From an optimization exercise on the open Yosys and OpenROAD flow, aimed at small area; shortcuts taken in it are not production practice. In this exercise RTL edits were held to simulation tests only and were not proved equivalent to the original.

## flow/design.v (module list and top-level ports; edited modules follow where they fit)
// module cordic_pipeline: 4071 lines
module cordic_pipeline(clk, x0, y0, z0, out_x, out_y, out_z);
  // ...
==> flow/flow/run.sh <==
#!/bin/bash
# Own layout flow: the standard synthesis, then a netlist clean-up that pushes inverters
# through full adders and xor/xnor cells (flow/invopt.py; registers and ports untouched),
# then the standard layout with smaller port buffers.
set -euo pipefail
R=orfs/results/${FLOW_PLATFORM}/cordic_pipeline/base
bash standard.sh synth > synth.log 2>&1
cp $R/1_2_yosys.v synth_netlist.v
python3 flow/invopt.py synth_netlist.v $R/1_2_yosys.v > invopt.log 2>&1
rm -f $R/1_synth.odb $R/1_synth.sdc
bash standard.sh BUFFER_PORTS_ARGS="-buffer_cell sky130_fd_sc_hd__buf_1" finish > layout.log 2>&1
==> flow/flow/invopt.py <==
#!/usr/bin/env python3
"""Inverter clean-up after synthesis. Full adders, majority gates, buffers and muxes are
self-dual and nand/nor, and/or, aoi/oai pairs are De Morgan duals, so complementing all
(data) inputs and the output of such a cell keeps its function (the cell type changes to its
dual). xor/xnor cells take either input polarity by swapping type. This pass chooses which
cells to complement so that as few inverters as possible are needed; registers, half adders and
ports are left as they are. usage: invopt2.py IN.v OUT.v"""
import re, sys, random, collections

LIB = '/OpenROAD-flow-scripts/flow/platforms/sky130hd/lib/sky130_fd_sc_hd__tt_025C_1v80.lib'
import os
if 'FLOW_HOME' in os.environ:
    LIB = os.path.join(os.environ['FLOW_HOME'], 'platforms/sky130hd/lib/sky130_fd_sc_hd__tt_025C_1v80.lib')
libtxt = open(LIB).read()
AREA = {}
for m in re.finditer(r'cell\s*\(\s*"?(\w+)"?\s*\)\s*\{(.*?)area\s*:\s*([\d.]+)', libtxt, re.S):
    AREA[m.group(1)] = float(m.group(3))
DONT = set()
PFX = 'sky130_fd_sc_hd__'
PAIRS = [('nand2', 'nor2'), ('nand3', 'nor3'), ('nand4', 'nor4'), ('and2', 'or2'), ('and3', 'or3'),
         ('and4', 'or4'), ('a21oi', 'o21ai'), ('a21o', 'o21a'), ('a31oi', 'o31ai'), ('a31o', 'o31a'),
         ('a22oi', 'o22ai'), ('a22o', 'o22a'), ('a211oi', 'o211ai'), ('a211o', 'o211a'),
         ('a41oi', 'o41ai'), ('a41o', 'o41a'), ('a221oi', 'o221ai'), ('a311oi', 'o311ai'),
         ('a2111oi', 'o2111ai'), ('a32oi', 'o32ai'), ('a32o', 'o32a')]
DUAL = {}
for a, b in PAIRS:
    DUAL[a] = b; DUAL[b] = a
for s in ('fa', 'maj3', 'buf', 'mux2', 'mux2i'):
    DUAL[s] = s
DATA_ONLY = {'mux2': {'A0', 'A1'}, 'mux2i': {'A0', 'A1'}}

def split(t):
    m = re.fullmatch(PFX + r'([a-z0-9]+?)_(\d+)', t)
    return (m.group(1), m.group(2)) if m else (None, None)

def dual_type(t):
    base, drv = split(t)
    if base not in DUAL: return None
    d = DUAL[base]
    cand = [c for c in AREA if split(c)[0] == d]
    if not cand: return None
    same = PFX + d + '_' + drv
    if same in AREA: return same
    # closest area
    return min(cand, key=lambda c: abs(AREA[c] - AREA[t]))

src = open(sys.argv[1]).read()
cell_re = re.compile(r'\n  (sky130_fd_sc_hd__\w+)\s+(\S+)\s*\((.*?)\);', re.S)
OUTPINS = {'X', 'Y', 'Q', 'Q_N', 'SUM', 'COUT', 'HI', 'LO'}
cells = []
for mm in cell_re.finditer(src):
    typ, name, body = mm.group(1), mm.group(2), mm.group(3)
    pins = [(p, n.strip()) for p, n in re.findall(r'\.(\w+)\(([^()]*)\)', body)]
    cells.append([typ, name, pins, mm.start(), mm.end()])
ports_in = set(); ports_out = set()
for kind, rng, names in re.findall(r'\n  (input|output)\s+(\[\d+:\d+\])?\s*([^;]+);', src):
    for nm in names.split(','):
        nm = nm.strip()
        if rng:
            hi, lo = map(int, rng[1:-1].split(':'))
            for i in range(min(hi, lo), max(hi, lo) + 1):
                (ports_in if kind == 'input' else ports_out).add('%s[%d]' % (nm, i))
        else:
            (ports_in if kind == 'input' else ports_out).add(nm)

def is_inv(t): return re.fullmatch(PFX + r'(clk)?inv_\d+', t) is not None
def is_xor(t): return re.fullmatch(PFX + r'x(n)?or2_\d+', t) is not None
def flippable(t): return dual_type(t) is not None

drv = {}
for ci, (typ, name, pins, a, b) in enumerate(cells):
    for p, n in pins:
        if p in OUTPINS: drv[n] = (ci, p)

def root(n):
    pol = 0; seen = 0
    while n in drv and is_inv(cells[drv[n][0]][0]) and seen < 50:
        ci = drv[n][0]
        n = dict(cells[ci][2])['A']; pol ^= 1; seen += 1
    return n, pol

frozen_roots = set()
for ci, c in enumerate(cells):
    if is_inv(c[0]):
        pins = dict(c[2])
        if pins['A'] in ports_in or pins['Y'] in ports_out:
            frozen_roots.add(root(pins['A'])[0])
for p in ports_out:
    frozen_roots.add(root(p)[0])

def data_pin(ci, p):
    base = split(cells[ci][0])[0]
    if base in DATA_ONLY: return p in DATA_ONLY[base]
    return True

cons = collections.defaultdict(list)
for ci, c in enumerate(cells):
    if is_inv(c[0]): continue
    for p, n in c[2]:
        if p in OUTPINS or n.startswith("1'"): continue
        r, pol = root(n)
        if is_xor(c[0]): continue
        cons[r].append((ci, p, pol))
for p in ports_out:
    r, pol = root(p)
    cons[r].append((-1, p, pol))
producer = {}
for ci, c in enumerate(cells):
    if is_inv(c[0]): continue
    for p, n in c[2]:
        if p in OUTPINS: producer[n] = ci
flip = [0] * len(cells)

def sig_cost(r):
    if r in frozen_roots: return 0
    pi = flip[producer[r]] if r in producer else 0
    for ci, p, pol in cons[r]:
        need = pol
        if ci >= 0 and flip[ci] and data_pin(ci, p): need ^= 1
        if need != pi: return 1
    return 0

def area_delta(ci):
    t = cells[ci][0]
    if is_xor(t): return 0.0
    d = dual_type(t)
    return (AREA[d] - AREA[t]) / 3.75 if flip[ci] else 0.0

def cell_sigs(ci):
    s = set()
    for p, n in cells[ci][2]:
        if n.startswith("1'"): continue
        if is_xor(cells[ci][0]) and p not in OUTPINS: continue
        s.add(root(n)[0])
    return s

cands = [ci for ci, c in enumerate(cells) if (flippable(c[0]) or is_xor(c[0])) and not is_inv(c[0])]
# cells with constant inputs are not flipped
cands = [ci for ci in cands if not any(n.startswith("1'") for p, n in cells[ci][2])]
sigs = {ci: cell_sigs(ci) for ci in cands}
movable = [ci for ci in cands if not (sigs[ci] & frozen_roots)]
allroots = set(cons) | set(producer)
def total():
    return sum(sig_cost(r) for r in allroots) + sum(area_delta(ci) for ci in movable)
before = total()
def try_group(g):
    ss = set()
    for ci in g: ss |= sigs[ci]
    c0 = sum(sig_cost(r) for r in ss) + sum(area_delta(ci) for ci in g)
    for ci in g: flip[ci] ^= 1
    c1 = sum(sig_cost(r) for r in ss) + sum(area_delta(ci) for ci in g)
    if c1 < c0 - 1e-9: return True
    for ci in g: flip[ci] ^= 1
    return False
# neighbours for pair moves
nbr = collections.defaultdict(set)
mset = set(movable)
for ci in movable:
    for r in sigs[ci]:
        if r in producer and producer[r] in mset and producer[r] != ci: nbr[ci].add(producer[r])
        for cj, p, pol in cons[r]:
            if cj in mset and cj != ci: nbr[ci].add(cj)
random.seed(1)
for it in range(30):
    changed = False
    order = movable[:]; random.shuffle(order)
    for ci in order:
        if try_group([ci]): changed = True
    for ci in order:
        for cj in nbr[ci]:
            if try_group([ci, cj]): changed = True
    if not changed: break
after = total()
pass

newcells = []; newwires = []; net_for = {}; cnt = 0
def get_net(r, pol):
    global cnt
    pi = flip[producer[r]] if r in producer else 0
    if pol == pi: return r
    key = (r, pol)
    if key not in net_for:
        cnt += 1
        nn = 'invopt_n%d' % cnt
        newwires.append(nn)
        newcells.append('  sky130_fd_sc_hd__inv_1 invopt_i%d (\n    .A(%s),\n    .Y(%s)\n  );' % (cnt, r, nn))
        net_for[key] = nn
    return net_for[key]

keep_inv = set()
for ci, c in enumerate(cells):
    if is_inv(c[0]):
        pins = dict(c[2])
        if root(pins['A'])[0] in frozen_roots: keep_inv.add(ci)
out = []; pos = 0
for ci, c in enumerate(cells):
    typ, name, pins, a, b = c
    out.append(src[pos:a]); pos = b
    if is_inv(typ) and ci not in keep_inv: continue
    if is_inv(typ): out.append(src[a:b]); continue
    fl = flip[ci]
    newpins = []
    if is_xor(typ):
        par = fl
        for p, n in pins:
            if p in OUTPINS or n.startswith("1'") or root(n)[0] in frozen_roots:
                newpins.append((p, n)); continue
            r, pol = root(n)
            pi = flip[producer[r]] if r in producer else 0
            newpins.append((p, get_net(r, pi)))
            par ^= pi ^ pol
        if par:
            if 'xnor2' in typ:
                typ = typ.replace('xnor2', 'xor2'); newpins = [('X' if p == 'Y' else p, n) for p, n in newpins]
            else:
                typ = typ.replace('xor2', 'xnor2'); newpins = [('Y' if p == 'X' else p, n) for p, n in newpins]
    else:
        for p, n in pins:
            if p in OUTPINS or n.startswith("1'") or root(n)[0] in frozen_roots:
                newpins.append((p, n)); continue
            r, pol = root(n)
            inv = fl and data_pin(ci, p)
            newpins.append((p, get_net(r, pol ^ inv)))
        if fl:
            typ = dual_type(typ)
    body = ',\n'.join('    .%s(%s)' % (p, n) for p, n in newpins)
    out.append('\n  %s %s (\n%s\n  );' % (typ, name, body))
out.append(src[pos:])
res = ''.join(out)
decl = ''.join('  wire %s;\n' % w for w in newwires)
ins = res.index(';\n', res.index('module')) + 2
res = res[:ins] + decl + res[ins:]
endm = res.rindex('endmodule')
res = res[:endm] + '\n'.join(newcells) + '\n' + res[endm:]
open(sys.argv[2], 'w').write(res)
==> flow/standard.sh <==
#!/bin/bash
# synth_recipe.tcl (not shown) runs the flow's synth.tcl, then flattens the netlist and writes it again
# the make line also repeats each setting of config.mk as NAME=value (left out here)
make -C /OpenROAD-flow-scripts/flow DESIGN_CONFIG=/design/flow/config.mk WORK_HOME=/design/flow/orfs CLKGATE_MAP_FILE= SYNTH_SCRIPT=/design/flow/synth_recipe.tcl "${@:-finish}"
==> flow/config.mk <==
export PLATFORM = sky130hd
export DESIGN_NAME = cordic_pipeline
export DESIGN_NICKNAME = cordic_pipeline
export VERILOG_FILES = /design/flow/design.v
export SDC_FILE = /design/flow/constraint.sdc
export NUM_CORES = 4
export LEC_CHECK = 0
export CAP_MARGIN = 20
export CORE_MARGIN = 2
export CORE_UTILIZATION = 70
export CTS_BUF_LIST = sky130_fd_sc_hd__clkbuf_8
export CTS_CLUSTER_DIAMETER = 60
export CTS_CLUSTER_SIZE = 20
export PLACE_DENSITY = 0.8
export SLEW_MARGIN = 20
==> flow/constraint.sdc <==
create_clock -name core_clock -period 4.0 [get_ports {clk}]
set_input_delay 0.8000 -clock core_clock [delete_from_list [all_inputs] [get_ports {clk}]]
set_output_delay 0.8000 -clock core_clock [all_outputs]
set_load 0.01 [all_outputs]
==> results.cfg, run 1 <==
[clock_tree]
clk_pin_slew_ns = 0.11
cts-buffers-inserted = 40
cts_tree = built

[yosys]
syn_avg_cell_area_sq_um = 12.9
yosys_warnings = 1

[worst_setup_path]
worstPathMaxFanout = 9
arrival_ns = 4.42
crit_path_end = y10_q_1410_r1
startpoint = z9i_211_r1
worstSetupPathDepth = 13
worst_setup_path_end_kind = flip-flop
critical-path-top-delay-family = adder cells
r2r-start = z9i_211_r1

[routing]
drc = 0
routed.top_layer = met4
wl_met1_microns = 12500
drtIter0Drc = 276
firstDrtPassIters = 4

[finish]
nFillCells = 2304
utilization = 0.753
mostFrequentLayoutCell = dfxtp_1
buf_share = 0.0252
seq_share = 0.438
multi_input_gates = 1110
largest_cell_class = multi-input gates

[floorplan]
die_y_microns = 194
ios = 97

[hold_path]
hold_start = y0[15]
hold_path_end = y0_15_r1

[sta]
finalSetupViolCount = 0
fmax_mhz = 257
fin_crit_sh = 0.973
worst_slew_pin_slew_ns = 0.766

[run_status]
outcome = complete, no violations

[global_routing]
use_met2 = 0.428

[placement]
post-place-cells = 2451
==> inputs of run 2 (changes only) <==
--- a/flow/design.v
+++ b/flow/design.v
@@ -1425,5 +1425,4 @@
 	wire zm_1421;
 	wire zm_1422;
-	reg x0_6_r1;
 	reg x0_7_r1;
 	reg x0_8_r1;
@@ -1434,8 +1433,6 @@
 	reg x0_13_r1;
 	reg x0_14_r1;
-	reg x0_14_r2;
 	reg x0_15_r1;
 	reg x0_15_r2;
-	reg y0_6_r1;
 	reg y0_7_r1;
 	reg y0_8_r1;
@@ -1446,5 +1443,4 @@
 	reg y0_13_r1;
 	reg y0_14_r1;
-	reg y0_14_r2;
 	reg y0_15_r1;
 	reg y0_15_r2;
@@ -1621,5 +1617,5 @@
 	reg z9i_211_r2;
 	reg nS_212_r1;
-	reg nS_212_r2;
+	reg x0_b_228_r1;
 	reg x0_s_229_r1;
 	reg x0_s_231_r1;
@@ -1628,5 +1624,6 @@
 	reg x0_s_237_r1;
 	reg x0_s_239_r1;
-	reg x0_c_240_r1;
+	reg x0_s_241_r1;
+	reg x0_c_242_r1;
 	reg x0_s_245_r1;
 	reg x0_s_247_r1;
@@ -1635,5 +1632,6 @@
 	reg x0_s_253_r1;
 	reg x0_s_255_r1;
-	reg x0_c_256_r1;
+	reg x0_s_257_r1;
+	reg x0_c_258_r1;
 	reg y0_s_276_r1;
 	reg y0_s_278_r1;
@@ -1642,5 +1640,6 @@
 	reg y0_s_284_r1;
 	reg y0_s_286_r1;
-	reg y0_c_287_r1;
+	reg y0_s_288_r1;
+	reg y0_c_289_r1;
 	reg y0_s_292_r1;
 	reg y0_s_294_r1;
@@ -1649,5 +1648,6 @@
 	reg y0_s_300_r1;
 	reg y0_s_302_r1;
-	reg y0_c_303_r1;
+	reg y0_s_304_r1;
+	reg y0_c_305_r1;
 	reg nS_307_r1;
 	reg nS_307_r2;
@@ -1698,5 +1698,4 @@
 	reg x2_s_433_r2;
 	reg x2_c_434_r1;
-	reg x2_s_439_r1;
 	reg x2_s_441_r1;
 	reg x2_s_443_r1;
@@ -1720,5 +1719,4 @@
 	reg y2_s_494_r1;
 	reg nS_495_r1;
-	reg x3_b_507_r1;
 	reg x3_s_509_r1;
 	reg x3_s_511_r1;
@@ -1731,10 +1729,10 @@
 	reg x3_s_525_r1;
 	reg x3_s_527_r1;
-	reg x3_c_528_r1;
+	reg x3_s_529_r1;
+	reg x3_c_530_r1;
 	reg x3_i_542_r1;
 	reg x3_q_547_r1;
 	reg x3_q_549_r1;
 	reg x3_q_552_r1;
-	reg y3_b_564_r1;
 	reg y3_s_566_r1;
 	reg y3_s_568_r1;
@@ -1819,5 +1817,4 @@
 	reg y5_s_849_r1;
 	reg nS_854_r1;
-	reg x6_b_855_r1;
 	reg x6_s_865_r1;
 	reg x6_s_867_r1;
@@ -1836,5 +1833,4 @@
 	reg x6_q_910_r1;
 	reg x6_q_913_r1;
-	reg y6_b_914_r1;
 	reg y6_s_924_r1;
 	reg y6_s_926_r1;
@@ -1854,5 +1850,5 @@
 	reg y6_q_972_r1;
 	reg nS_973_r1;
-	reg x7_b_974_r1;
+	reg x7_s_983_r1;
 	reg x7_s_985_r1;
 	reg x7_s_987_r1;
@@ -1870,5 +1866,4 @@
 	reg x7_i_1032_r1;
 	reg x7_i_1033_r1;
-	reg y7_b_1034_r1;
 	reg y7_s_1045_r1;
 	reg y7_s_1047_r1;
@@ -1887,7 +1882,6 @@
 	reg y7_i_1093_r1;
 	reg nS_1094_r1;
+	reg x8_b_1095_r1;
 	reg x8_s_1103_r1;
-	reg x8_s_1103_r2;
-	reg x8_c_1104_r1;
 	reg x8_s_1105_r1;
 	reg x8_s_1107_r1;
@@ -2229,5 +2223,5 @@
 	assign x0_b_217 = y0[4] ^ nS_212;
 	assign x0_b_218 = y0[5] ^ nS_212;
-	assign x0_b_219 = y0_6_r1 ^ nS_212_r1;
+	assign x0_b_219 = y0[6] ^ nS_212;
 	assign x0_b_220 = y0_7_r1 ^ nS_212_r1;
 	assign x0_b_221 = y0_8_r1 ^ nS_212_r1;
@@ -2237,6 +2231,6 @@
 	assign x0_b_225 = y0_12_r1 ^ nS_212_r1;
 	assign x0_b_226 = y0_13_r1 ^ nS_212_r1;
-	assign x0_b_227 = y0_14_r2 ^ nS_212_r2;
-	assign x0_b_228 = y0_15_r2 ^ nS_212_r2;
+	assign x0_b_227 = y0_14_r1 ^ nS_212_r1;
+	assign x0_b_228 = y0_15_r1 ^ nS_212_r1;
 	assign x0_s_229 = x0[0] ^ x0_b_213 ^ nS_212;
 	assign x0_c_230 = (x0[0] & x0_b_213) | (nS_212 & (x0[0] ^ x0_b_213));
@@ -2251,8 +2245,8 @@
 	assign x0_s_239 = x0[5] ^ x0_b_218 ^ x0_c_238;
 	assign x0_c_240 = (x0[5] & x0_b_218) | (x0_c_238 & (x0[5] ^ x0_b_218));
-	assign x0_s_241 = x0_6_r1 ^ x0_b_219 ^ x0_c_240_r1;
-	assign x0_c_242 = (x0_6_r1 & x0_b_219) | (x0_c_240_r1 & (x0_6_r1 ^ x0_b_219));
-	assign x0_s_243 = x0_7_r1 ^ x0_b_220 ^ x0_c_242;
-	assign x0_c_244 = (x0_7_r1 & x0_b_220) | (x0_c_242 & (x0_7_r1 ^ x0_b_220));
+	assign x0_s_241 = x0[6] ^ x0_b_219 ^ x0_c_240;
+	assign x0_c_242 = (x0[6] & x0_b_219) | (x0_c_240 & (x0[6] ^ x0_b_219));
+	assign x0_s_243 = x0_7_r1 ^ x0_b_220 ^ x0_c_242_r1;
+	assign x0_c_244 = (x0_7_r1 & x0_b_220) | (x0_c_242_r1 & (x0_7_r1 ^ x0_b_220));
 	assign x0_s_245 = x0_8_r1 ^ x0_b_221 ^ x0_c_244;
 	assign x0_c_246 = (x0_8_r1 & x0_b_221) | (x0_c_244 & (x0_8_r1 ^ x0_b_221));
@@ -2267,7 +2261,7 @@
 	assign x0_s_255 = x0_13_r1 ^ x0_b_226 ^ x0_c_254;
 	assign x0_c_256 = (x0_13_r1 & x0_b_226) | (x0_c_254 & (x0_13_r1 ^ x0_b_226));
-	assign x0_s_257 = x0_14_r2 ^ x0_b_227 ^ x0_c_256_r1;
-	assign x0_c_258 = (x0_14_r2 & x0_b_227) | (x0_c_256_r1 & (x0_14_r2 ^ x0_b_227));
-	assign x0_s_259 = x0_15_r2 ^ x0_b_228 ^ x0_c_258;
+	assign x0_s_257 = x0_14_r1 ^ x0_b_227 ^ x0_c_256;
+	assign x0_c_258 = (x0_14_r1 & x0_b_227) | (x0_c_256 & (x0_14_r1 ^ x0_b_227));
+	assign x0_s_259 = x0_15_r2 ^ x0_b_228_r1 ^ x0_c_258_r1;
 	assign y0_b_260 = x0[0] ^ z0[15];
 	assign y0_b_261 = x0[1] ^ z0[15];
@@ -2276,5 +2270,5 @@
 	assign y0_b_264 = x0[4] ^ z0[15];
 	assign y0_b_265 = x0[5] ^ z0[15];
-	assign y0_b_266 = x0_6_r1 ^ z0_15_r1;
+	assign y0_b_266 = x0[6] ^ z0[15];
 	assign y0_b_267 = x0_7_r1 ^ z0_15_r1;
 	assign y0_b_268 = x0_8_r1 ^ z0_15_r1;
@@ -2284,5 +2278,5 @@
 	assign y0_b_272 = x0_12_r1 ^ z0_15_r1;
 	assign y0_b_273 = x0_13_r1 ^ z0_15_r1;
-	assign y0_b_274 = x0_14_r2 ^ z0_15_r2;
+	assign y0_b_274 = x0_14_r1 ^ z0_15_r1;
 	assign y0_b_275 = x0_15_r2 ^ z0_15_r2;
 	assign y0_s_276 = y0[0] ^ y0_b_260 ^ z0[15];
@@ -2298,8 +2292,8 @@
 	assign y0_s_286 = y0[5] ^ y0_b_265 ^ y0_c_285;
 	assign y0_c_287 = (y0[5] & y0_b_265) | (y0_c_285 & (y0[5] ^ y0_b_265));
-	assign y0_s_288 = y0_6_r1 ^ y0_b_266 ^ y0_c_287_r1;
-	assign y0_c_289 = (y0_6_r1 & y0_b_266) | (y0_c_287_r1 & (y0_6_r1 ^ y0_b_266));
-	assign y0_s_290 = y0_7_r1 ^ y0_b_267 ^ y0_c_289;
-	assign y0_c_291 = (y0_7_r1 & y0_b_267) | (y0_c_289 & (y0_7_r1 ^ y0_b_267));
+	assign y0_s_288 = y0[6] ^ y0_b_266 ^ y0_c_287;
+	assign y0_c_289 = (y0[6] & y0_b_266) | (y0_c_287 & (y0[6] ^ y0_b_266));
+	assign y0_s_290 = y0_7_r1 ^ y0_b_267 ^ y0_c_289_r1;
+	assign y0_c_291 = (y0_7_r1 & y0_b_267) | (y0_c_289_r1 & (y0_7_r1 ^ y0_b_267));
 	assign y0_s_292 = y0_8_r1 ^ y0_b_268 ^ y0_c_291;
 	assign y0_c_293 = (y0_8_r1 & y0_b_268) | (y0_c_291 & (y0_8_r1 ^ y0_b_268));
@@ -2314,7 +2308,7 @@
 	assign y0_s_302 = y0_13_r1 ^ y0_b_273 ^ y0_c_301;
 	assign y0_c_303 = (y0_13_r1 & y0_b_273) | (y0_c_301 & (y0_13_r1 ^ y0_b_273));
-	assign y0_s_304 = y0_14_r2 ^ y0_b_274 ^ y0_c_303_r1;
-	assign y0_c_305 = (y0_14_r2 & y0_b_274) | (y0_c_303_r1 & (y0_14_r2 ^ y0_b_274));
-	assign y0_s_306 = y0_15_r2 ^ y0_b_275 ^ y0_c_305;
+	assign y0_s_304 = y0_14_r1 ^ y0_b_274 ^ y0_c_303;
+	assign y0_c_305 = (y0_14_r1 & y0_b_274) | (y0_c_303 & (y0_14_r1 ^ y0_b_274));
+	assign y0_s_306 = y0_15_r2 ^ y0_b_275 ^ y0_c_305_r1;
 	assign nS_307 = ~zs_6;
 	assign x1_b_308 = y0_s_278_r1 ^ nS_307_r1;
@@ -2323,5 +2317,5 @@
 	assign x1_b_311 = y0_s_284_r1 ^ nS_307_r1;
 	assign x1_b_312 = y0_s_286_r1 ^ nS_307_r1;
-	assign x1_b_313 = y0_s_288 ^ nS_307_r1;
+	assign x1_b_313 = y0_s_288_r1 ^ nS_307_r1;
 	assign x1_b_314 = y0_s_290 ^ nS_307_r1;
 	assign x1_b_315 = y0_s_292 ^ nS_307_r1;
@@ -2331,5 +2325,5 @@
 	assign x1_b_319 = y0_s_300_r1 ^ nS_307_r2;
 	assign x1_b_320 = y0_s_302_r1 ^ nS_307_r2;
-	assign x1_b_321 = y0_s_304 ^ nS_307_r2;
+	assign x1_b_321 = y0_s_304_r1 ^ nS_307_r2;
 	assign x1_b_322 = y0_s_306 ^ nS_307_r2;
 	assign x1_s_323 = x0_s_229_r1 ^ x1_b_308 ^ nS_307_r1;
@@ -2345,6 +2339,6 @@
 	assign x1_s_333 = x0_s_239_r1 ^ x1_b_313 ^ x1_c_332;
 	assign x1_c_334 = (x0_s_239_r1 & x1_b_313) | (x1_c_332 & (x0_s_239_r1 ^ x1_b_313));
-	assign x1_s_335 = x0_s_241 ^ x1_b_314 ^ x1_c_334;
-	assign x1_c_336 = (x0_s_241 & x1_b_314) | (x1_c_334 & (x0_s_241 ^ x1_b_314));
+	assign x1_s_335 = x0_s_241_r1 ^ x1_b_314 ^ x1_c_334;
+	assign x1_c_336 = (x0_s_241_r1 & x1_b_314) | (x1_c_334 & (x0_s_241_r1 ^ x1_b_314));
 	assign x1_s_337 = x0_s_243 ^ x1_b_315 ^ x1_c_336;
 	assign x1_c_338 = (x0_s_243 & x1_b_315) | (x1_c_336 & (x0_s_243 ^ x1_b_315));
@@ -2361,6 +2355,6 @@
 	assign x1_s_349 = x0_s_255_r1 ^ x1_b_321 ^ x1_c_348;
 	assign x1_c_350 = (x0_s_255_r1 & x1_b_321) | (x1_c_348 & (x0_s_255_r1 ^ x1_b_321));
-	assign x1_s_351 = x0_s_257 ^ x1_b_322 ^ x1_c_350;
-	assign x1_c_352 = (x0_s_257 & x1_b_322) | (x1_c_350 & (x0_s_257 ^ x1_b_322));
+	assign x1_s_351 = x0_s_257_r1 ^ x1_b_322 ^ x1_c_350;
+	assign x1_c_352 = (x0_s_257_r1 & x1_b_322) | (x1_c_350 & (x0_s_257_r1 ^ x1_b_322));
 	assign x1_u_353 = x1_c_352 & ~x1_b_322;
 	assign x1_v_354 = x1_b_322 & ~x1_c_352;
@@ -2371,5 +2365,5 @@
 	assign y1_b_359 = x0_s_237_r1 ^ zs_6_r1;
 	assign y1_b_360 = x0_s_239_r1 ^ zs_6_r1;
-	assign y1_b_361 = x0_s_241 ^ zs_6_r1;
+	assign y1_b_361 = x0_s_241_r1 ^ zs_6_r1;
 	assign y1_b_362 = x0_s_243 ^ zs_6_r1;
 	assign y1_b_363 = x0_s_245 ^ zs_6_r1;
@@ -2379,5 +2373,5 @@
 	assign y1_b_367 = x0_s_253_r1 ^ zs_6_r2;
 	assign y1_b_368 = x0_s_255_r1 ^ zs_6_r2;
-	assign y1_b_369 = x0_s_257 ^ zs_6_r2;
+	assign y1_b_369 = x0_s_257_r1 ^ zs_6_r2;
 	assign y1_b_370 = x0_s_259 ^ zs_6_r2;
 	assign y1_s_371 = y0_s_276_r1 ^ y1_b_356 ^ zs_6_r1;
@@ -2393,6 +2387,6 @@
 	assign y1_s_381 = y0_s_286_r1 ^ y1_b_361 ^ y1_c_380;
 	assign y1_c_382 = (y0_s_286_r1 & y1_b_361) | (y1_c_380 & (y0_s_286_r1 ^ y1_b_361));
-	assign y1_s_383 = y0_s_288 ^ y1_b_362 ^ y1_c_382;
-	assign y1_c_384 = (y0_s_288 & y1_b_362) | (y1_c_382 & (y0_s_288 ^ y1_b_362));
+	assign y1_s_383 = y0_s_288_r1 ^ y1_b_362 ^ y1_c_382;
+	assign y1_c_384 = (y0_s_288_r1 & y1_b_362) | (y1_c_382 & (y0_s_288_r1 ^ y1_b_362));
 	assign y1_s_385 = y0_s_290 ^ y1_b_363 ^ y1_c_384;
 	assign y1_c_386 = (y0_s_290 & y1_b_363) | (y1_c_384 & (y0_s_290 ^ y1_b_363));
@@ -2409,6 +2403,6 @@
 	assign y1_s_397 = y0_s_302_r1 ^ y1_b_369 ^ y1_c_396;
 	assign y1_c_398 = (y0_s_302_r1 & y1_b_369) | (y1_c_396 & (y0_s_302_r1 ^ y1_b_369));
-	assign y1_s_399 = y0_s_304 ^ y1_b_370 ^ y1_c_398;
-	assign y1_c_400 = (y0_s_304 & y1_b_370) | (y1_c_398 & (y0_s_304 ^ y1_b_370));
+	assign y1_s_399 = y0_s_304_r1 ^ y1_b_370 ^ y1_c_398;
+	assign y1_c_400 = (y0_s_304_r1 & y1_b_370) | (y1_c_398 & (y0_s_304_r1 ^ y1_b_370));
 	assign y1_u_401 = y1_c_400 & ~y1_b_370;
 	assign y1_v_402 = y1_b_370 & ~y1_c_400;
@@ -2516,6 +2510,6 @@
 	assign x3_b_504 = y2_s_486 ^ nS_495;
 	assign x3_b_505 = y2_s_488 ^ nS_495;
-	assign x3_b_506 = y2_s_490_r1 ^ nS_495_r1;
-	assign x3_b_507 = y2_s_492 ^ nS_495;
+	assign x3_b_506 = y2_s_490 ^ nS_495;
+	assign x3_b_507 = y2_s_492_r1 ^ nS_495_r1;
 	assign x3_b_508 = y2_s_494_r1 ^ nS_495_r1;
 	assign x3_s_509 = x2_s_419_r1 ^ x3_b_496 ^ nS_495;
@@ -2539,14 +2533,14 @@
 	assign x3_s_527 = x2_s_437 ^ x3_b_505 ^ x3_c_526;
 	assign x3_c_528 = (x2_s_437 & x3_b_505) | (x3_c_526 & (x2_s_437 ^ x3_b_505));
-	assign x3_s_529 = x2_s_439_r1 ^ x3_b_506 ^ x3_c_528_r1;
-	assign x3_c_530 = (x2_s_439_r1 & x3_b_506) | (x3_c_528_r1 & (x2_s_439_r1 ^ x3_b_506));
+	assign x3_s_529 = x2_s_439 ^ x3_b_506 ^ x3_c_528;
+	assign x3_c_530 = (x2_s_439 & x3_b_506) | (x3_c_528 & (x2_s_439 ^ x3_b_506));
 	assign x3_i_531 = x3_s_525_r1 ^ x3_c_524;
 	assign x3_i_532 = x3_s_527_r1 ^ (x3_c_524 & x3_s_525_r1);
 	assign x3_p_533 = x3_s_525_r1 & x3_s_527_r1;
-	assign x3_i_534 = x3_s_529 ^ (x3_c_524 & x3_p_533);
-	assign x3_p_535 = x3_p_533 & x3_s_529;
-	assign x3_k_536 = (x3_c_524 & x3_p_535) | x3_c_530;
-	assign x3_s_537 = x2_s_441_r1 ^ x3_b_507_r1 ^ 1'b0;
-	assign x3_c_538 = (x2_s_441_r1 & x3_b_507_r1) | (1'b0 & (x2_s_441_r1 ^ x3_b_507_r1));
+	assign x3_i_534 = x3_s_529_r1 ^ (x3_c_524 & x3_p_533);
+	assign x3_p_535 = x3_p_533 & x3_s_529_r1;
+	assign x3_k_536 = (x3_c_524 & x3_p_535) | x3_c_530_r1;
+	assign x3_s_537 = x2_s_441_r1 ^ x3_b_507 ^ 1'b0;
+	assign x3_c_538 = (x2_s_441_r1 & x3_b_507) | (1'b0 & (x2_s_441_r1 ^ x3_b_507));
 	assign x3_s_539 = x2_s_443_r1 ^ x3_b_508 ^ x3_c_538;
 	assign x3_c_540 = (x2_s_443_r1 & x3_b_508) | (x3_c_538 & (x2_s_443_r1 ^ x3_b_508));
@@ -2574,5 +2568,5 @@
 	assign y3_b_562 = x2_s_443 ^ zs_106_r1;
 	assign y3_b_563 = x2_s_445_r1 ^ zs_106_r2;
-	assign y3_b_564 = x2_s_447 ^ zs_106_r1;
+	assign y3_b_564 = x2_s_447_r1 ^ zs_106_r2;
 	assign y3_b_565 = x2_s_449_r1 ^ zs_106_r2;
 	assign y3_s_566 = y2_s_464_r1 ^ y3_b_553 ^ zs_106_r1;
@@ -2604,6 +2598,6 @@
 	assign y3_p_592 = y3_p_590 & y3_s_586;
 	assign y3_k_593 = (y3_c_581_r1 & y3_p_592) | y3_c_587;
-	assign y3_s_594 = y2_s_486_r1 ^ y3_b_564_r1 ^ 1'b0;
-	assign y3_c_595 = (y2_s_486_r1 & y3_b_564_r1) | (1'b0 & (y2_s_486_r1 ^ y3_b_564_r1));
+	assign y3_s_594 = y2_s_486_r1 ^ y3_b_564 ^ 1'b0;
+	assign y3_c_595 = (y2_s_486_r1 & y3_b_564) | (1'b0 & (y2_s_486_r1 ^ y3_b_564));
 	assign y3_s_596 = y2_s_488_r1 ^ y3_b_565 ^ y3_c_595;
 	assign y3_c_597 = (y2_s_488_r1 & y3_b_565) | (y3_c_595 & (y2_s_488_r1 ^ y3_b_565));
@@ -2865,5 +2859,5 @@
 	assign y5_i_853 = y5_s_849_r1 ^ (y5_k_844_r1 & y5_p_852);
 	assign nS_854 = ~z5i_162;
-	assign x6_b_855 = y5_i_818 ^ nS_854;
+	assign x6_b_855 = y5_i_818_r1 ^ nS_854_r1;
 	assign x6_b_856 = y5_i_827_r1 ^ nS_854_r1;
 	assign x6_b_857 = y5_i_828_r1 ^ nS_854_r1;
@@ -2875,6 +2869,6 @@
 	assign x6_b_863 = y5_i_851 ^ nS_854_r1;
 	assign x6_b_864 = y5_i_853 ^ nS_854_r1;
-	assign x6_s_865 = x5_s_737_r1 ^ x6_b_855_r1 ^ nS_854_r1;
-	assign x6_c_866 = (x5_s_737_r1 & x6_b_855_r1) | (nS_854_r1 & (x5_s_737_r1 ^ x6_b_855_r1));
+	assign x6_s_865 = x5_s_737_r1 ^ x6_b_855 ^ nS_854_r1;
+	assign x6_c_866 = (x5_s_737_r1 & x6_b_855) | (nS_854_r1 & (x5_s_737_r1 ^ x6_b_855));
 	assign x6_s_867 = x5_s_739_r1 ^ x6_b_856 ^ x6_c_866;
 	assign x6_c_868 = (x5_s_739_r1 & x6_b_856) | (x6_c_866 & (x5_s_739_r1 ^ x6_b_856));
@@ -2924,5 +2918,5 @@
 	assign x6_D_912 = x6_D_909 & ~x5_i_787;
 	assign x6_q_913 = x5_i_789 ^ ((x6_u_897 & x6_I_911) | (x6_v_898 & x6_D_912));
-	assign y6_b_914 = x5_i_754 ^ z5i_162;
+	assign y6_b_914 = x5_i_754_r1 ^ z5i_162_r1;
 	assign y6_b_915 = x5_i_763_r1 ^ z5i_162_r1;
 	assign y6_b_916 = x5_i_764_r1 ^ z5i_162_r1;
@@ -2934,6 +2928,6 @@
 	assign y6_b_922 = x5_i_787 ^ z5i_162_r1;
 	assign y6_b_923 = x5_i_789 ^ z5i_162_r1;
-	assign y6_s_924 = y5_s_801_r1 ^ y6_b_914_r1 ^ z5i_162_r1;
-	assign y6_c_925 = (y5_s_801_r1 & y6_b_914_r1) | (z5i_162_r1 & (y5_s_801_r1 ^ y6_b_914_r1));
+	assign y6_s_924 = y5_s_801_r1 ^ y6_b_914 ^ z5i_162_r1;
+	assign y6_c_925 = (y5_s_801_r1 & y6_b_914) | (z5i_162_r1 & (y5_s_801_r1 ^ y6_b_914));
 	assign y6_s_926 = y5_s_803_r1 ^ y6_b_915 ^ y6_c_925;
 	assign y6_c_927 = (y5_s_803_r1 & y6_b_915) | (y6_c_925 & (y5_s_803_r1 ^ y6_b_915));
@@ -2984,5 +2978,5 @@
 	assign y6_q_972 = y5_i_853 ^ ((y6_u_956 & y6_I_970) | (y6_v_957 & y6_D_971));
 	assign nS_973 = ~zs_177;
-	assign x7_b_974 = y6_i_950 ^ nS_973;
+	assign x7_b_974 = y6_i_950_r1 ^ nS_973_r1;
 	assign x7_b_975 = y6_i_951_r1 ^ nS_973_r1;
 	assign x7_b_976 = y6_i_953_r1 ^ nS_973_r1;
@@ -2993,6 +2987,6 @@
 	assign x7_b_981 = y6_q_969_r1 ^ nS_973_r1;
 	assign x7_b_982 = y6_q_972_r1 ^ nS_973_r1;
-	assign x7_s_983 = x6_s_865_r1 ^ x7_b_974_r1 ^ nS_973_r1;
-	assign x7_c_984 = (x6_s_865_r1 & x7_b_974_r1) | (nS_973_r1 & (x6_s_865_r1 ^ x7_b_974_r1));
+	assign x7_s_983 = x6_s_865_r1 ^ x7_b_974 ^ nS_973_r1;
+	assign x7_c_984 = (x6_s_865_r1 & x7_b_974) | (nS_973_r1 & (x6_s_865_r1 ^ x7_b_974));
 	assign x7_s_985 = x6_s_867_r1 ^ x7_b_975 ^ x7_c_984;
 	assign x7_c_986 = (x6_s_867_r1 & x7_b_975) | (x7_c_984 & (x6_s_867_r1 ^ x7_b_975));
@@ -3044,5 +3038,5 @@
 	assign x7_i_1032 = x7_s_1029 ^ x7_k_1028;
 	assign x7_i_1033 = x7_s_1031 ^ (x7_k_1028 & x7_s_1029);
-	assign y7_b_1034 = x6_i_891 ^ zs_177;
+	assign y7_b_1034 = x6_i_891_r1 ^ zs_177_r1;
 	assign y7_b_1035 = x6_i_892_r1 ^ zs_177_r1;
 	assign y7_b_1036 = x6_i_894_r1 ^ zs_177_r1;
@@ -3053,6 +3047,6 @@
 	assign y7_b_1041 = x6_q_910_r1 ^ zs_177_r1;
 	assign y7_b_1042 = x6_q_913_r1 ^ zs_177_r1;
-	assign y7_s_1043 = y6_s_924_r1 ^ y7_b_1034_r1 ^ zs_177_r1;
-	assign y7_c_1044 = (y6_s_924_r1 & y7_b_1034_r1) | (zs_177_r1 & (y6_s_924_r1 ^ y7_b_1034_r1));
+	assign y7_s_1043 = y6_s_924_r1 ^ y7_b_1034 ^ zs_177_r1;
+	assign y7_c_1044 = (y6_s_924_r1 & y7_b_1034) | (zs_177_r1 & (y6_s_924_r1 ^ y7_b_1034));
 	assign y7_s_1045 = y6_s_926_r1 ^ y7_b_1035 ^ y7_c_1044;
 	assign y7_c_1046 = (y6_s_926_r1 & y7_b_1035) | (y7_c_1044 & (y6_s_926_r1 ^ y7_b_1035));
@@ -3113,8 +3107,8 @@
 	assign x8_b_1101 = y7_i_1092_r1 ^ nS_1094_r1;
 	assign x8_b_1102 = y7_i_1093_r1 ^ nS_1094_r1;
-	assign x8_s_1103 = x7_s_983 ^ x8_b_1095 ^ nS_1094;
-	assign x8_c_1104 = (x7_s_983 & x8_b_1095) | (nS_1094 & (x7_s_983 ^ x8_b_1095));
-	assign x8_s_1105 = x7_s_985_r1 ^ x8_b_1096 ^ x8_c_1104_r1;
-	assign x8_c_1106 = (x7_s_985_r1 & x8_b_1096) | (x8_c_1104_r1 & (x7_s_985_r1 ^ x8_b_1096));
+	assign x8_s_1103 = x7_s_983_r1 ^ x8_b_1095_r1 ^ nS_1094_r1;
+	assign x8_c_1104 = (x7_s_983_r1 & x8_b_1095_r1) | (nS_1094_r1 & (x7_s_983_r1 ^ x8_b_1095_r1));
+	assign x8_s_1105 = x7_s_985_r1 ^ x8_b_1096 ^ x8_c_1104;
+	assign x8_c_1106 = (x7_s_985_r1 & x8_b_1096) | (x8_c_1104 & (x7_s_985_r1 ^ x8_b_1096));
 	assign x8_s_1107 = x7_s_987_r1 ^ x8_b_1097 ^ x8_c_1106;
 	assign x8_c_1108 = (x7_s_987_r1 & x8_b_1097) | (x8_c_1106 & (x7_s_987_r1 ^ x8_b_1097));
@@ -3219,6 +3213,6 @@
 	assign x9_b_1207 = y8_q_1197_r1 ^ nS_1201;
 	assign x9_b_1208 = y8_q_1200_r1 ^ nS_1201;
-	assign x9_s_1209 = x8_s_1103_r2 ^ x9_b_1202 ^ nS_1201;
-	assign x9_c_1210 = (x8_s_1103_r2 & x9_b_1202) | (nS_1201 & (x8_s_1103_r2 ^ x9_b_1202));
+	assign x9_s_1209 = x8_s_1103_r1 ^ x9_b_1202 ^ nS_1201;
+	assign x9_c_1210 = (x8_s_1103_r1 & x9_b_1202) | (nS_1201 & (x8_s_1103_r1 ^ x9_b_1202));
 	assign x9_s_1211 = x8_s_1105_r1 ^ x9_b_1203 ^ x9_c_1210;
 	assign x9_c_1212 = (x8_s_1105_r1 & x9_b_1203) | (x9_c_1210 & (x8_s_1105_r1 ^ x9_b_1203));
@@ -3482,5 +3476,4 @@
 	assign out_z[15] = z9i_211_r2;
 	always @(posedge clk) begin
-		x0_6_r1 <= x0[6];
 		x0_7_r1 <= x0[7];
 		x0_8_r1 <= x0[8];
@@ -3491,8 +3484,6 @@
 		x0_13_r1 <= x0[13];
 		x0_14_r1 <= x0[14];
-		x0_14_r2 <= x0_14_r1;
 		x0_15_r1 <= x0[15];
 		x0_15_r2 <= x0_15_r1;
-		y0_6_r1 <= y0[6];
 		y0_7_r1 <= y0[7];
 		y0_8_r1 <= y0[8];
@@ -3503,5 +3494,4 @@
 		y0_13_r1 <= y0[13];
 		y0_14_r1 <= y0[14];
-		y0_14_r2 <= y0_14_r1;
 		y0_15_r1 <= y0[15];
 		y0_15_r2 <= y0_15_r1;
@@ -3678,5 +3668,5 @@
 		z9i_211_r2 <= z9i_211_r1;
 		nS_212_r1 <= nS_212;
-		nS_212_r2 <= nS_212_r1;
+		x0_b_228_r1 <= x0_b_228;
 		x0_s_229_r1 <= x0_s_229;
 		x0_s_231_r1 <= x0_s_231;
@@ -3685,5 +3675,6 @@
 		x0_s_237_r1 <= x0_s_237;
 		x0_s_239_r1 <= x0_s_239;
-		x0_c_240_r1 <= x0_c_240;
+		x0_s_241_r1 <= x0_s_241;
+		x0_c_242_r1 <= x0_c_242;
 		x0_s_245_r1 <= x0_s_245;
 		x0_s_247_r1 <= x0_s_247;
@@ -3692,5 +3683,6 @@
 		x0_s_253_r1 <= x0_s_253;
 		x0_s_255_r1 <= x0_s_255;
-		x0_c_256_r1 <= x0_c_256;
+		x0_s_257_r1 <= x0_s_257;
+		x0_c_258_r1 <= x0_c_258;
 		y0_s_276_r1 <= y0_s_276;
 		y0_s_278_r1 <= y0_s_278;
@@ -3699,5 +3691,6 @@
 		y0_s_284_r1 <= y0_s_284;
 		y0_s_286_r1 <= y0_s_286;
-		y0_c_287_r1 <= y0_c_287;
+		y0_s_288_r1 <= y0_s_288;
+		y0_c_289_r1 <= y0_c_289;
 		y0_s_292_r1 <= y0_s_292;
 		y0_s_294_r1 <= y0_s_294;
@@ -3706,5 +3699,6 @@
 		y0_s_300_r1 <= y0_s_300;
 		y0_s_302_r1 <= y0_s_302;
-		y0_c_303_r1 <= y0_c_303;
+		y0_s_304_r1 <= y0_s_304;
+		y0_c_305_r1 <= y0_c_305;
 		nS_307_r1 <= nS_307;
 		nS_307_r2 <= nS_307_r1;
@@ -3755,5 +3749,4 @@
 		x2_s_433_r2 <= x2_s_433_r1;
 		x2_c_434_r1 <= x2_c_434;
-		x2_s_439_r1 <= x2_s_439;
 		x2_s_441_r1 <= x2_s_441;
 		x2_s_443_r1 <= x2_s_443;
@@ -3777,5 +3770,4 @@
 		y2_s_494_r1 <= y2_s_494;
 		nS_495_r1 <= nS_495;
-		x3_b_507_r1 <= x3_b_507;
 		x3_s_509_r1 <= x3_s_509;
 		x3_s_511_r1 <= x3_s_511;
@@ -3788,10 +3780,10 @@
 		x3_s_525_r1 <= x3_s_525;
 		x3_s_527_r1 <= x3_s_527;
-		x3_c_528_r1 <= x3_c_528;
+		x3_s_529_r1 <= x3_s_529;
+		x3_c_530_r1 <= x3_c_530;
 		x3_i_542_r1 <= x3_i_542;
 		x3_q_547_r1 <= x3_q_547;
 		x3_q_549_r1 <= x3_q_549;
 		x3_q_552_r1 <= x3_q_552;
-		y3_b_564_r1 <= y3_b_564;
 		y3_s_566_r1 <= y3_s_566;
 		y3_s_568_r1 <= y3_s_568;
@@ -3876,5 +3868,4 @@
 		y5_s_849_r1 <= y5_s_849;
 		nS_854_r1 <= nS_854;
-		x6_b_855_r1 <= x6_b_855;
 		x6_s_865_r1 <= x6_s_865;
 		x6_s_867_r1 <= x6_s_867;
@@ -3893,5 +3884,4 @@
 		x6_q_910_r1 <= x6_q_910;
 		x6_q_913_r1 <= x6_q_913;
-		y6_b_914_r1 <= y6_b_914;
 		y6_s_924_r1 <= y6_s_924;
 		y6_s_926_r1 <= y6_s_926;
@@ -3911,5 +3901,5 @@
 		y6_q_972_r1 <= y6_q_972;
 		nS_973_r1 <= nS_973;
-		x7_b_974_r1 <= x7_b_974;
+		x7_s_983_r1 <= x7_s_983;
 		x7_s_985_r1 <= x7_s_985;
 		x7_s_987_r1 <= x7_s_987;
@@ -3927,5 +3917,4 @@
 		x7_i_1032_r1 <= x7_i_1032;
 		x7_i_1033_r1 <= x7_i_1033;
-		y7_b_1034_r1 <= y7_b_1034;
 		y7_s_1045_r1 <= y7_s_1045;
 		y7_s_1047_r1 <= y7_s_1047;
@@ -3944,7 +3933,6 @@
 		y7_i_1093_r1 <= y7_i_1093;
 		nS_1094_r1 <= nS_1094;
+		x8_b_1095_r1 <= x8_b_1095;
 		x8_s_1103_r1 <= x8_s_1103;
-		x8_s_1103_r2 <= x8_s_1103_r1;
-		x8_c_1104_r1 <= x8_c_1104;
 		x8_s_1105_r1 <= x8_s_1105;
 		x8_s_1107_r1 <= x8_s_1107;
==> results.cfg, run 2 <==
[floorplan]
ios = 97
rows = 69
die_y_microns = 193
start_util = 0.708
die_area_sq_um = 37400
coreArea_sq_um = 35500
dieWidth_microns = 193

[hold_path]
min_path_type = primary input to flip-flop

[clock_tree]
cts_sinks = 579
post-cts-setup-buffers = 0
clk_pin_slew_ns = 0.11
ctsLongestPathBuffers = 3
cts-root-buf = clkbuf_8
cts-buffers-inserted = 39
cts_tree = built
htreeDepth = 2
clk_latency_ns = 0.63

[worst_setup_path]
crit_chain = xor2_1, fa_1, fa_1, fa_1, fa_1, fa_1, fa_2, fa_1, fa_1
start_kind = flip-flop
worst_setup_path_end_kind = flip-flop
required_ns = 4.49
worstPathMaxFanout = 2
cp_common_cell = fa_1
critical-path-top-delay-family = adder cells
critical_path_buf_inv_count = 0
cp_slowest_stage_delay_ns = 0.46
worst-setup-path-type = flip-flop to flip-flop
rrSetupSlack_ns = 0.14
cp_slowest_cell = fa_1
arrival_ns = 4.35

[finish]
fin_area_sq_um = 26600
num_antenna_cells = 0
area_growth_pct = 6.06
drive_gt1_frac = 0.0628
final_cell_mix = dfxtp_1, xor2_1, fa_1
nNetsFinal = 2471
mostFrequentLayoutCell = dfxtp_1
utilization = 0.751

[placement]
gp_congestion = 0.880
place_area_sq_um = 25800
dpl.hpwl_microns = 30400
port_buffers = 96

[sta]
min_period_ns = 3.86
fmax_mhz = 259
tns_ns = 0
finalSetupViolCount = 0
rsz0062_at_grt = false
finClkSkew_ns = 0.0301
slew_violations = 0
slew_headroom = 0.484
worst_slew_pin_slew_ns = 0.764
hold_violations = 0
fin_crit_sh = 0.966
whs_ns = 0.274

[yosys]
syn-instance-count = 1968
syn_avg_cell_area_sq_um = 12.8
syn_nets = 2390
synth_area_sq_um = 25100
yosys_warnings = 1

[routing]
drtIter0Drc = 231
wirelength_microns = 37300
firstDrtPassIters = 4
wl_per_cell_microns = 14.8
viasPerCell = 5.01
ant_nets = 0
drc = 0
num_vias = 12700

[global_routing]
grt_util_all_layers = 0.210
antenna_found_initial = 0
grt_pass1_wl_microns = 63000
grt_start_max_net_pins = 21
grt_pass1_vias = 13700
grt-ovfl-total = 0

[run]
cap_violations = 0

[run_status]
outcome = complete, no violations
## run 2: final timing paths
path                            startpoint           to  depth (start not counted)
worst max-delay path               y0_7_r1  x0_s_257_r1                          9
worst min-delay path                 y0[7]      y0_7_r1                          1
worst max register to register     y0_7_r1  x0_s_257_r1                          9
worst min register to register   z1s_47_r1    z1s_47_r2                          0
## run 2: layer usage
metal,vias to the layer above,global-route usage,routed length (microns)
met2,192,0.435,22200
met3,96,0.0350,1060
met1,6113,0.199,12600
met4,0,0.0848,1510
met5,-,0,0
li1,6265,-,-
## run 2: cell type report
cell class / count / area, sq um
inverters: 183 / 687
well taps: 461 / 577
flip-flops and latches: 579 / 11600
clock buffers: 43 / 592
multi-input cells: 1109 / 12300
fillers: 2310 / 8840
clock inverters: 18 / 165
repair buffers: 137 / 668
## run 2: timing repair
action	CTS	global route
hold buffers	0	0
gates resized for setup	2	23
endpoints found under the setup margin	4	19
pin swaps	0	1
## run 2: per-stage QoR
stage	instances	worst slack (ns)
finish	2530	0.136
global route	2530	0.00767
detailed placement	2469	-0.0348
CTS	2530	0.00280
global placement	2469	0.0779
floorplan	1968	0.000458
==> inputs of run 3 (changes only) <==
==> flow/flow/run.sh (replaced) <==
#!/bin/bash
# Own layout flow: the standard synthesis, then a netlist clean-up that removes inverters
# (flow/invopt.py complements self-dual or De Morgan-dual cells such as full adders, xor/xnor,
# nand/nor and aoi/oai so fewer inverters are needed; registers, half adders and ports are
# untouched), then the standard layout with buf_1 port buffers. Each tool writes its own
# log here: synth.log, invopt.log, layout.log.
set -euo pipefail
R=orfs/results/${FLOW_PLATFORM}/cordic_pipeline/base
bash standard.sh synth > synth.log 2>&1
cp $R/1_2_yosys.v synth_netlist.v
if ! python3 flow/invopt.py synth_netlist.v $R/1_2_yosys.v > invopt.log 2>&1; then
  echo "invopt failed; keeping the standard netlist" >> invopt.log
  cp synth_netlist.v $R/1_2_yosys.v
fi
rm -f $R/1_synth.odb $R/1_synth.sdc
bash standard.sh BUFFER_PORTS_ARGS="-buffer_cell sky130_fd_sc_hd__buf_1" finish > layout.log 2>&1
--- a/flow/config.mk
+++ b/flow/config.mk
@@ -8,8 +8,8 @@
 export CAP_MARGIN = 20
 export CORE_MARGIN = 2
-export CORE_UTILIZATION = 70
+export CORE_UTILIZATION = 75
 export CTS_BUF_LIST = sky130_fd_sc_hd__clkbuf_8
 export CTS_CLUSTER_DIAMETER = 60
 export CTS_CLUSTER_SIZE = 20
-export PLACE_DENSITY = 0.8
+export PLACE_DENSITY = 0.85
 export SLEW_MARGIN = 20
==> results.cfg, run 3 <==
[run_status]
outcome = complete, no violations

[sta]
whs_ns = 0.306
fin_ws_ns = 0.111
rsz0062_at_grt = true
finalSetupViolCount = 0
worst_slew_pin_slew_ns = 0.597
slew_violations = 0
slew_headroom = 0.602
hold_violations = 0
tns_ns = 0
min_period_ns = 3.89
finClkSkew_ns = 0.0302
fmax_mhz = 257
fin_crit_sh = 0.972

[floorplan]
start_util = 0.755
coreArea_sq_um = 33300
ios = 97
die_y_microns = 187
die_area_sq_um = 35000
rows = 67
dieWidth_microns = 187

[clock_tree]
cts_sinks = 579
ctsLongestPathBuffers = 3
htreeDepth = 2
cts_tree = built
cts-root-buf = clkbuf_8
clk_pin_slew_ns = 0.11
clk_latency_ns = 0.58
cts-buffers-inserted = 39

[placement]
port_buffers = 96
dpl.hpwl_microns = 30800
pre_cts_ws_ns = -0.0168
gp_congestion = 0.877

[finish]
nFillCells = 1947
utilization = 0.802
nNetsFinal = 2470
final_cell_mix = dfxtp_1, xor2_1, fa_1
mostFrequentLayoutCell = dfxtp_1
area_growth_pct = 6.21
num_antenna_cells = 0
drive_gt1_frac = 0.0678

[routing]
num_vias = 12800
ant_nets = 0
wirelength_microns = 37500
viasPerCell = 5.11
drtIter0Drc = 435
firstDrtPassIters = 4
wl_per_cell_microns = 14.9
drc = 0

[global_routing]
antenna_found_initial = 0
grt_start_max_net_pins = 21
grt_pass1_wl_microns = 63400
grt_pass1_vias = 14200
grt-ovfl-total = 0
grt_util_all_layers = 0.225

[hold_path]
min_path_type = primary input to flip-flop
hold_depth = 1
hold_start = x0[14]

[worst_setup_path]
cp_slowest_stage_delay_ns = 0.51
worst-setup-path-type = flip-flop to flip-flop
start_kind = flip-flop
crit_chain = xor2_1, fa_1, fa_1, fa_1, fa_1, fa_1, fa_1, xor2_2, fa_1, inv_1
startpoint = zs_86_r2
cp_common_cell = fa_1
r2r_cells = 10
worstPathMaxFanout = 2
required_ns = 4.48
worst_setup_path_end_kind = flip-flop
arrival_ns = 4.37
r2r-start = zs_86_r2
cp_slowest_cell = fa_1

[yosys]
syn_avg_cell_area_sq_um = 12.8
syn_nets = 2390
syn-instance-count = 1968
synth_area_sq_um = 25100
yosys_warnings = 1

[run]
cap_violations = 0
-- run 3: changes by cell type in the layout (fill, tap and decap cells not counted), moves of 2 or more --
| cell | before | now |
|---|---|---|
| ha_2 | 0 | 2 |
| ha_1 | 115 | 113 |
| inv_1 | 189 | 183 |
| clkinv_2 | 0 | 4 |
-- run 3: routing by layer --
| layer | share of wire | up-vias | GRT usage |
|---|---|---|---|
| met5 | 0 | - | 0 |
| met4 | 0.047 | 0 | 0.108 |
| met3 | 0.028 | 113 | 0.0289 |
| met2 | 0.59 | 245 | 0.472 |
| met1 | 0.33 | 6246 | 0.208 |
| li1 | - | 6242 | - |
-- run 3: repair_timing --
| action | in CTS | in global routing |
|---|---|---|
| hold buffers | 0 | 0 |
| resized for setup | 2 | 32 |
| buffers inserted | 0 | 1 |
| endpoints found under the setup margin | 3 | 24 |
| pin swaps | 0 | 2 |
-- run 3: critical path, delay by kind of cell, from the launching register on --
family | cells | cell delay, ns
DFF | 1 | 0.34
adders and majority gates | 7 | 3.07
buffers and inverters | 1 | 0.04
xor gates and xnor gates | 2 | 0.35
-- run 3: final timing paths --
kind,slack [ns],to
setup / recovery,0.11,x3_s_529_r1
hold / removal,0.31,x0_14_r1
setup reg to reg,0.11,x3_s_529_r1
hold reg to reg,0.32,z1i_62_r8
-- run 3: per-stage QoR --
stage,instance area (sq um),instances
final,26700,2513
after global routing,26700,2513
after CTS,26600,2512
after detailed placement,25800,2454
after global placement,25800,2454
after floorplan,25100,1968
-- run 3: layout make-up --
| cell class | count | area (sq um) | share of cell area |
|---|---|---|---|
| Multi-Input combinational cell | 1109 | 12400 | 0.465 |
| Clock buffer | 43 | 592 | 0.0222 |
| Clock inverter | 15 | 169 | 0.00633 |
| Sequential cell | 579 | 11600 | 0.435 |
| Inverter | 183 | 687 | 0.0257 |
| Timing Repair Buffer | 136 | 661 | 0.0248 |
| Tap cell | 448 | 561 | 0.0210 |
==> inputs of run 4 (changes only) <==
--- a/flow/config.mk
+++ b/flow/config.mk
@@ -8,8 +8,8 @@
 export CAP_MARGIN = 20
 export CORE_MARGIN = 2
-export CORE_UTILIZATION = 75
+export CORE_UTILIZATION = 70
 export CTS_BUF_LIST = sky130_fd_sc_hd__clkbuf_8
 export CTS_CLUSTER_DIAMETER = 60
 export CTS_CLUSTER_SIZE = 20
-export PLACE_DENSITY = 0.85
+export PLACE_DENSITY = 0.8
 export SLEW_MARGIN = 20
==> results.cfg, run 4 <==
[yosys]
syn_nets = 2390
yosys_warnings = 1
syn-instance-count = 1968
synth_area_sq_um = 25100
syn_avg_cell_area_sq_um = 12.8

[clock_tree]
clk_pin_slew_ns = 0.11
ctsLongestPathBuffers = 3
cts-buffers-inserted = 39
ctsHoldBuffers = 0
cts-root-buf = clkbuf_8
clk_latency_ns = 0.63
htreeDepth = 2
post-cts-setup-buffers = 0
cts_tree = built
cts_sinks = 579

[worst_setup_path]
worst_setup_path_end_kind = flip-flop
crit_chain = xor2_1, fa_1, fa_1, fa_1, fa_1, fa_1, fa_2, fa_1, fa_1
cp_slowest_cell = fa_1
worstPathMaxFanout = 2
critical_path_buf_inv_count = 0
cp_slowest_stage_delay_ns = 0.46
required_ns = 4.49
start_kind = flip-flop
worst-setup-path-type = flip-flop to flip-flop
critical-path-top-delay-family = adder cells
cp_common_cell = fa_1
arrival_ns = 4.35

[finish]
drive_gt1_frac = 0.0628
num_antenna_cells = 0
nNetsFinal = 2471
final_cell_mix = dfxtp_1, xor2_1, fa_1
nFillCells = 2310
mostFrequentLayoutCell = dfxtp_1
area_growth_pct = 6.06
fin_area_sq_um = 26600
stdcell_count = 2530

[routing]
viasPerCell = 5.01
wl_per_cell_microns = 14.8
num_vias = 12700
drtIter0Drc = 231
wirelength_microns = 37300
firstDrtPassIters = 4
drc = 0
ant_nets = 0

[placement]
dpl.hpwl_microns = 30400
post-place-cells = 2469
place_area_sq_um = 25800
port_buffers = 96
gp_congestion = 0.880

[sta]
worst_slew_pin_slew_ns = 0.764
hold_violations = 0
slew_headroom = 0.484
finClkSkew_ns = 0.0301
finalSetupViolCount = 0
fmax_mhz = 259
rsz0062_at_grt = false
slew_violations = 0
fin_crit_sh = 0.966
min_period_ns = 3.86

[global_routing]
antenna_found_initial = 0
grt_pass1_vias = 13700
grt_start_max_net_pins = 21
grt_util_all_layers = 0.210
grt-ovfl-total = 0
grt_pass1_wl_microns = 63000

[floorplan]
start_util = 0.708
die_area_sq_um = 37400
coreArea_sq_um = 35500
ios = 97
die_y_microns = 193
rows = 69
dieWidth_microns = 193

[run]
cap_violations = 0

[hold_path]
min_path_type = primary input to flip-flop

[run_status]
outcome = complete, no violations
run 4: per-layer routing:
layer	vias up	share of wire	GRT usage	routed length [microns]
met5	-	0	0	0
met2	192	0.59	0.435	22200
met4	0	0.040	0.0848	1510
met1	6113	0.34	0.199	12600
li1	6265	-	-	-
met3	96	0.028	0.0350	1060
run 4: per-stage QoR:
step                      worst slack, ns  hold slack, ns  TNS [ns]  utilization
after global routing              0.00767           0.222         0        0.751
final                               0.136           0.274         0        0.751
after detailed placement          -0.0348           0.312   -0.0537        0.728
after global placement             0.0779           0.310         0        0.728
after CTS                         0.00280           0.228         0        0.749
after floorplan                  0.000458           0.310         0            -
run 4: worst reg2reg max path, stage by stage (launching register included):
cell	delay, ns
dfxtp_1	0.36
xor2_1	0.16
fa_1	0.40
fa_1	0.39
fa_1	0.40
fa_1	0.39
fa_1	0.39
fa_2	0.37
fa_1	0.41
fa_1	0.46
run 4: timing repair:
action,CTS,global route
setup endpoints to repair,4,19
resized for setup,2,23
pin swaps,0,1
run 4: final timing paths:
| check | slack [ns] | start | cells after the start | endpoint |
|---|---|---|---|---|
| max | 0.14 | y0_7_r1 | 9 | x0_s_257_r1 |
| min reg2reg | 0.31 | z1s_47_r1 | 0 | z1s_47_r2 |
| max reg2reg | 0.14 | y0_7_r1 | 9 | x0_s_257_r1 |
| min | 0.27 | y0[7] | 1 | y0_7_r1 |
run 4: layout make-up:
cell class | instances | area [sq um] | share of cell area
Clock buffer | 43 | 592 | 0.0222
Sequential cell | 579 | 11600 | 0.436
Timing Repair Buffer | 137 | 668 | 0.0251
Tap cell | 461 | 577 | 0.0217
Multi-Input combinational cell | 1109 | 12300 | 0.463
Inverter | 183 | 687 | 0.0258
Clock inverter | 18 | 165 | 0.00620

## static timing again, ports no longer ideal
The flow's constraints put no driver on any port. The routed layouts listed below were extracted and timed again, unchanged, in two steps. Step 1 sets driving cells, clkbuf_16 on the clock port and buf_2 on the other inputs (assumed; they add their load-dependent delay and slew). Step 2 times the ports against the registers' clock, not the clock port: input delays grow and output delays shrink by t, the midpoint of the rising clock arrivals with the driver on. a / b / c = ideal ports / drivers / drivers and shift; a / b = the first two.
run | t (ns) | slack for setup (ns) | slew at the worst register clock pin (ns)
run 1 | 0.665 | 0.109 / 0.109 / 0.109 | 0.12 / 0.12
run 2 | 0.659 | 0.136 / 0.136 / 0.136 | 0.11 / 0.11
run 3 | 0.613 | 0.111 / 0.111 / 0.100 | 0.11 / 0.11
run 4 | 0.659 | 0.136 / 0.136 / 0.136 | 0.11 / 0.11
After both steps setup and hold are still met in every run listed. For run 3, which loses most, drivers alone change the setup slack by 0.000 ns; drivers and shift together by -0.011 ns.
